Source: an optimization exercise on an open RTL-to-GDS flow (aim: small area and a short achievable clock period). Production flows keep margins and buffers that such runs may drop.
Where RTL was checked, it was by simulation tests only, not by an equivalence proof against the original.

## AXIS_linear_regression_v1_0
module AXIS_linear_regression_v1_0 #
	(
		parameter M = 8,
		parameter N = 3,
		parameter integer C_S00_AXIS_TDATA_WIDTH	= 32,
		parameter integer C_M00_AXIS_TDATA_WIDTH	= 32,
		parameter integer C_M00_AXIS_START_COUNT	= 32
	)
	(
		input wire  aclk,
		input wire  aresetn,
		output wire  s00_axis_tready,
		input wire [C_S00_AXIS_TDATA_WIDTH-1 : 0] s00_axis_tdata,
		input wire  s00_axis_tlast,
		input wire  s00_axis_tvalid,
		output wire  m00_axis_tvalid,
		output wire [C_M00_AXIS_TDATA_WIDTH-1 : 0] m00_axis_tdata,
		output wire  m00_axis_tlast,
		input wire  m00_axis_tready
	);
    reg        tready_r;
    reg  [2:0] vdly, ldly;
    reg        tvalid_r, tlast_r;
    reg  [31:0] tdata_r;
    reg  [1:0] col;         
    reg  [3:0] row;         
    reg        pending;     
    reg  [1:0] w;           
    assign s00_axis_tready = tready_r;
    assign m00_axis_tvalid = tvalid_r;
    assign m00_axis_tlast  = tlast_r;
    assign m00_axis_tdata  = tdata_r;
    wire take = s00_axis_tvalid & tready_r & ~pending;
    wire xrow = ~row[3];
    wire nz = row != 4'd0;              
    wire [15:0] bus16 = s00_axis_tdata[15:0];
    wire [15:0] enc;
    wire [7:0] encn;
    genvar g;
    generate for (g = 0; g < 8; g = g + 1) begin : be
        wire am1 = (g == 0) ? 1'b0 : bus16[2*g-1];
        wire a0 = bus16[2*g], a1 = bus16[2*g+1];
        assign enc[2*g]   = a0 ^ am1;
        assign enc[2*g+1] = (a1 & ~a0 & ~am1) | (~a1 & a0 & am1);
        assign encn[g]    = a1;
    end endgenerate
    reg [15:0] E0, E1, E2;
    reg [7:0] N0, N1, N2;
    wire ld0 = ~xrow | (col == 2'd0);
    wire ld1 = ~xrow | (col == 2'd1);
    wire ld2 = ~xrow | (col == 2'd2);
    wire flip = take & xrow & (col == 2'd3);
    reg [31:0] R0a, R0b, R0c;           
    reg [31:0] R1a, R1b;                
    reg [31:0] A22;
    reg [31:0] B0, B1, B2;              
    wire [31:0] busx = (col == 2'd3) ? s00_axis_tdata : {{16{s00_axis_tdata[15]}}, bus16};
    reg [31:0] Q0, Q1, Q2;
    reg sx0, sx1, sx2, sx3;             
    reg st;                             
    reg cR0, cB0, cR1, cB1, cR2, cB2;
    always @(posedge aclk) begin
        if (ld0) E0 <= enc;
        if (ld1) E1 <= enc;
        if (ld2) E2 <= enc;
        if (ld0 | flip) N0 <= ld0 ? encn : ~N0;
        if (ld1 | flip) N1 <= ld1 ? encn : ~N1;
        if (ld2 | flip) N2 <= ld2 ? encn : ~N2;
  ...
Size in the first run: about 3600 cells after synthesis, ~520 flip-flops.
==> flow/config.mk <==
export PLATFORM = sky130hd
export DESIGN_NAME = AXIS_linear_regression_v1_0
export DESIGN_NICKNAME = AXIS_linear_regression_v1_0
export VERILOG_FILES = /design/flow/design.v
export SDC_FILE = /design/flow/constraint.sdc
export NUM_CORES = 8
export LEC_CHECK = 0
export CAP_MARGIN = 20
export CORE_MARGIN = 2
export CORE_UTILIZATION = 40
export CTS_CLUSTER_DIAMETER = 55
export CTS_CLUSTER_SIZE = 28
export SLEW_MARGIN = 20
export SYNTH_HIERARCHICAL = 1
export SYNTH_MINIMUM_KEEP_SIZE = 0
==> flow/constraint.sdc <==
create_clock -name core_clock -period 22.0 [get_ports {aclk}]
set_input_delay 4.4000 -clock core_clock [delete_from_list [all_inputs] [get_ports {aclk}]]
set_output_delay 4.4000 -clock core_clock [all_outputs]
set_load 0.01 [all_outputs]
standard.sh (not shown) runs the stock make flow with config.mk's settings and CLKGATE_MAP_FILE= SYNTH_SCRIPT=/design/flow/synth_recipe.tcl, a recipe that flattens the netlist after the stock synthesis.
==> flow/flow/run.sh <==
#!/bin/bash
# The standard layout, with the port buffers made from buf_2 instead of the default cell,
# the resizer's timing repair aiming at 16.45 ns of setup slack, and no dummy loads in the
# clock tree
set -euo pipefail
bash standard.sh finish 'BUFFER_PORTS_ARGS=-buffer_cell sky130_fd_sc_hd__buf_2' SETUP_SLACK_MARGIN=16.45 \
  'CTS_ARGS=-sink_clustering_enable -repair_clock_nets -sink_clustering_size 28 -sink_clustering_max_diameter 55 -dont_use_dummy_load' > standard.log 2>&1
The first run finished clean.
Then changed:
==> flow/flow/run.sh (replaced) <==
#!/bin/bash
# The standard layout, with the port buffers made from buf_4 instead of the default cell,
# and the resizer's timing repair aiming at 16.45 ns of setup slack
set -euo pipefail
bash standard.sh finish 'BUFFER_PORTS_ARGS=-buffer_cell sky130_fd_sc_hd__buf_4' SETUP_SLACK_MARGIN=16.45 > standard.log 2>&1
- CTS_CLUSTER_DIAMETER: 55 -> 40
- CTS_CLUSTER_SIZE: 28 -> 20
After rerunning:
- core utilization increases by 0.83 points
- flip-flop and latch count is unchanged
- clock-buffer cell count increases by 32
- sequential share of layout area decreases by 0.52 points
- clock skew decreases by 79 ps
- via count increases by 0.81%
- register-to-register slack improves by 30 ps
- first-iteration DRC count increases by 0.31%
- worst hold slack improves by 27 ps
- area after synthesis is unchanged
Then changed:
==> flow/flow/run.sh (replaced) <==
#!/bin/bash
# The standard layout, with the port buffers made from buf_4 instead of the default cell,
# the resizer's timing repair aiming at 16.45 ns of setup slack, and no dummy loads in the
# clock tree
set -euo pipefail
bash standard.sh finish 'BUFFER_PORTS_ARGS=-buffer_cell sky130_fd_sc_hd__buf_4' SETUP_SLACK_MARGIN=16.45 \
  'CTS_ARGS=-sink_clustering_enable -repair_clock_nets -sink_clustering_size 28 -sink_clustering_max_diameter 55 -buf_list {sky130_fd_sc_hd__clkbuf_8 sky130_fd_sc_hd__clkbuf_16} -dont_use_dummy_load' > standard.log 2>&1
- CTS_CLUSTER_DIAMETER: 40 -> 55
- CTS_CLUSTER_SIZE: 20 -> 28
Result: Cell area shrinks by a few percent. Fmax barely changes. Utilization came out lower by 1.2 points. Worst hold slack got worse by 7.2 ps. Via count fell slightly. Area after synthesis does not change. Routed wire length came out lower slightly. Global-route usage falls by 0.19 points.


AXIS_linear_regression_v1_0, a different RTL version from the one above (not shown whole).
For scale: about 3700 cells after synthesis, about 72 I/O pins, ~45000 sq um of cells after synthesis.
clock: 22.0 ns
lec_check: 0
cap_margin: 20
core_margin: 2
core_utilization: 40
slew_margin: 20
synth_hierarchical: 1
synth_minimum_keep_size: 0
==> flow/flow/run.sh <==
#!/bin/bash
# The standard layout, with the port buffers made from buf_4 instead of the default cell,
# and the resizer's timing repair aiming at 16.5 ns of setup slack
set -euo pipefail
bash standard.sh finish 'BUFFER_PORTS_ARGS=-buffer_cell sky130_fd_sc_hd__buf_4' SETUP_SLACK_MARGIN=16.5 > standard.log 2>&1
Then changed:
==> flow/run.sh (new file) <==
#!/bin/bash
# synth_recipe.tcl (not shown) runs the flow's synth.tcl, then flattens the netlist and writes it again
# the make line also repeats each setting of config.mk as NAME=value (left out here)
make -C /OpenROAD-flow-scripts/flow DESIGN_CONFIG=/design/flow/config.mk WORK_HOME=/design/flow/orfs CLKGATE_MAP_FILE= SYNTH_SCRIPT=/design/flow/synth_recipe.tcl finish
removed: flow/flow/run.sh
removed: flow/standard.sh
Effect: The changed run went through all stages and came out clean; final area came out lower by a few percent; setup slack loses 1300 ps; register-to-register slack gets worse by 570 ps; die area stays the same; clock skew is higher by 7.0 ps; routed wire length fell by a few percent; clock-buffer cell count climbs by 12.
Function was not checked in any run of this note: the RTL went through the layout flow alone.


== red ==
Another version of the RTL of AXIS_linear_regression_v1_0 (not shown whole).
Size in the first run: ~3900 cells after synthesis, ~520 flip-flops, ~47000 sq um of cells after synthesis.
==> flow/config.mk <==
export PLATFORM = sky130hd
export DESIGN_NAME = AXIS_linear_regression_v1_0
export DESIGN_NICKNAME = AXIS_linear_regression_v1_0
export VERILOG_FILES = /design/flow/design.v
export SDC_FILE = /design/flow/constraint.sdc
export NUM_CORES = 8
export LEC_CHECK = 0
export CAP_MARGIN = 20
export CORE_MARGIN = 2
export CORE_UTILIZATION = 40
export SLEW_MARGIN = 20
export SYNTH_HIERARCHICAL = 1
export SYNTH_MINIMUM_KEEP_SIZE = 0
==> flow/constraint.sdc <==
create_clock -name core_clock -period 22.0 [get_ports {aclk}]
set_input_delay 4.4000 -clock core_clock [delete_from_list [all_inputs] [get_ports {aclk}]]
set_output_delay 4.4000 -clock core_clock [all_outputs]
set_load 0.01 [all_outputs]
==> flow/flow/run.sh <==
#!/bin/bash
# The standard layout, with the port buffers made from buf_4 instead of the default cell
set -euo pipefail
bash standard.sh finish 'BUFFER_PORTS_ARGS=-buffer_cell sky130_fd_sc_hd__buf_4' > standard.log 2>&1
Here is what was changed in the inputs of blue compared with red.
- CORE_UTILIZATION now 65, was 40
- PLACE_DENSITY now 0.75, previously not set
==> flow/flow/run.sh <==
#!/bin/bash
# The standard layout, with the port buffers made from buf_4 instead of the default cell,
# and the resizer's timing repair aiming at 16.5 ns of setup slack
set -euo pipefail
bash standard.sh finish 'BUFFER_PORTS_ARGS=-buffer_cell sky130_fd_sc_hd__buf_4' SETUP_SLACK_MARGIN=16.5 > standard.log 2>&1
--- outcome ---
Across red and blue, the outcome is the same: a clean finish for every run. Cmp blue vs red: design area lower in blue. From red to blue the numbers moved as follows: critical path data required time decreased by 4790 ps relative to the old numbers; wire length after detailed routing -about 3.4%. Maximum cell stage delay along the critical path: blue vs red down 340 ps. Worst-case hold slack delta for blue relative to red: 6.4 ps lower. The critical setup path kind comes out register to register in one run and register to primary output in the other, namely in red and blue respectively. The first-iteration DRC count in blue sits about 12% above the value recorded for red.


AXIS_linear_regression_v1_0 with an RTL version that a note above also has.
Size: about 520 flip-flops, ~72 I/O pins, about 45,000 µm² of cells after synthesis.
==> flow/config.mk <==
export PLATFORM = sky130hd
export DESIGN_NAME = AXIS_linear_regression_v1_0
export DESIGN_NICKNAME = AXIS_linear_regression_v1_0
export VERILOG_FILES = /design/flow/design.v
export SDC_FILE = /design/flow/constraint.sdc
export NUM_CORES = 8
export LEC_CHECK = 0
export CAP_MARGIN = 20
export CORE_MARGIN = 2
export CORE_UTILIZATION = 40
export CTS_CLUSTER_DIAMETER = 50
export CTS_CLUSTER_SIZE = 24
export GPL_TIMING_DRIVEN = 1
export SLEW_MARGIN = 20
export SYNTH_HIERARCHICAL = 1
export SYNTH_MINIMUM_KEEP_SIZE = 0
==> flow/constraint.sdc <==
create_clock -name core_clock -period 22.0 [get_ports {aclk}]
set_input_delay 4.4000 -clock core_clock [delete_from_list [all_inputs] [get_ports {aclk}]]
set_output_delay 4.4000 -clock core_clock [all_outputs]
set_load 0.01 [all_outputs]
==> flow/flow/run.sh <==
#!/bin/bash
# The standard layout, with the port buffers made from buf_4 instead of the default cell,
# and the resizer's timing repair aiming at 16.5 ns of setup slack
set -euo pipefail
bash standard.sh finish 'BUFFER_PORTS_ARGS=-buffer_cell sky130_fd_sc_hd__buf_4' SETUP_SLACK_MARGIN=16.5 > standard.log 2>&1
Change:
==> flow/flow/run.sh (replaced) <==
#!/bin/bash
# The standard layout, with the port buffers made from buf_4 instead of the default cell,
# the resizer's timing repair aiming at 16.45 ns of setup slack, and no dummy loads in the
# clock tree
set -euo pipefail
bash standard.sh finish 'BUFFER_PORTS_ARGS=-buffer_cell sky130_fd_sc_hd__buf_4' SETUP_SLACK_MARGIN=16.45 TNS_END_PERCENT=0 \
  'CTS_ARGS=-sink_clustering_enable -repair_clock_nets -sink_clustering_size 28 -sink_clustering_max_diameter 55 -dont_use_dummy_load' > standard.log 2>&1
--- a/flow/config.mk
+++ b/flow/config.mk
@@ -10,5 +10,4 @@
 export CORE_UTILIZATION = 40
-export CTS_CLUSTER_DIAMETER = 50
-export CTS_CLUSTER_SIZE = 24
-export GPL_TIMING_DRIVEN = 1
+export CTS_CLUSTER_DIAMETER = 55
+export CTS_CLUSTER_SIZE = 28
 export SLEW_MARGIN = 20
Result: The changed run produced a clean layout. Utilization came out lower by 0.89 points. Non-clock buffer count stays the same.

-- separate check: timing with driven ports --
The flow's constraints put no driver on any port. The routed layouts listed below were extracted and timed again, unchanged, in two steps.
Step 1 assumes that a clkbuf_16 drives the clock port and a buf_2 every other input.
Step 2, shift: input delay + t, output delay - t, t = (earliest + latest rising clock arrival at the registers) / 2. This alone moves slack from input paths to output paths.
Three values: ideal ports, drivers, drivers and shift; two values: the first two.
run	t (ns)	slack for setup (ns)	worst setup path after step 2
the first run of note 1	0.663	16.443 / 16.372 / 15.853	input to register
the second run of note 1	0.679	16.451 / 16.384 / 15.905	input to register
the third run of note 1	0.634	16.454 / 16.388 / 15.921	input to register
the first run of note 2	0.715	16.410 / 16.323 / 15.919	input to register
the second run of note 2	0.708	15.109 / 15.158 / 14.450	input to register
red	0.741	16.178 / 16.134 / 16.054	input to register
blue	0.706	16.398 / 16.327 / 16.218	input to register
the first run of note 4	0.664	16.456 / 16.388 / 15.956	input to register
the second run of note 4	0.639	16.389 / 16.326 / 15.805	input to register
After both steps every run listed still meets setup and hold. The setup slack of the second run of note 2, which loses most, moves by +0.049 ns with the drivers and by -0.659 ns with both steps.
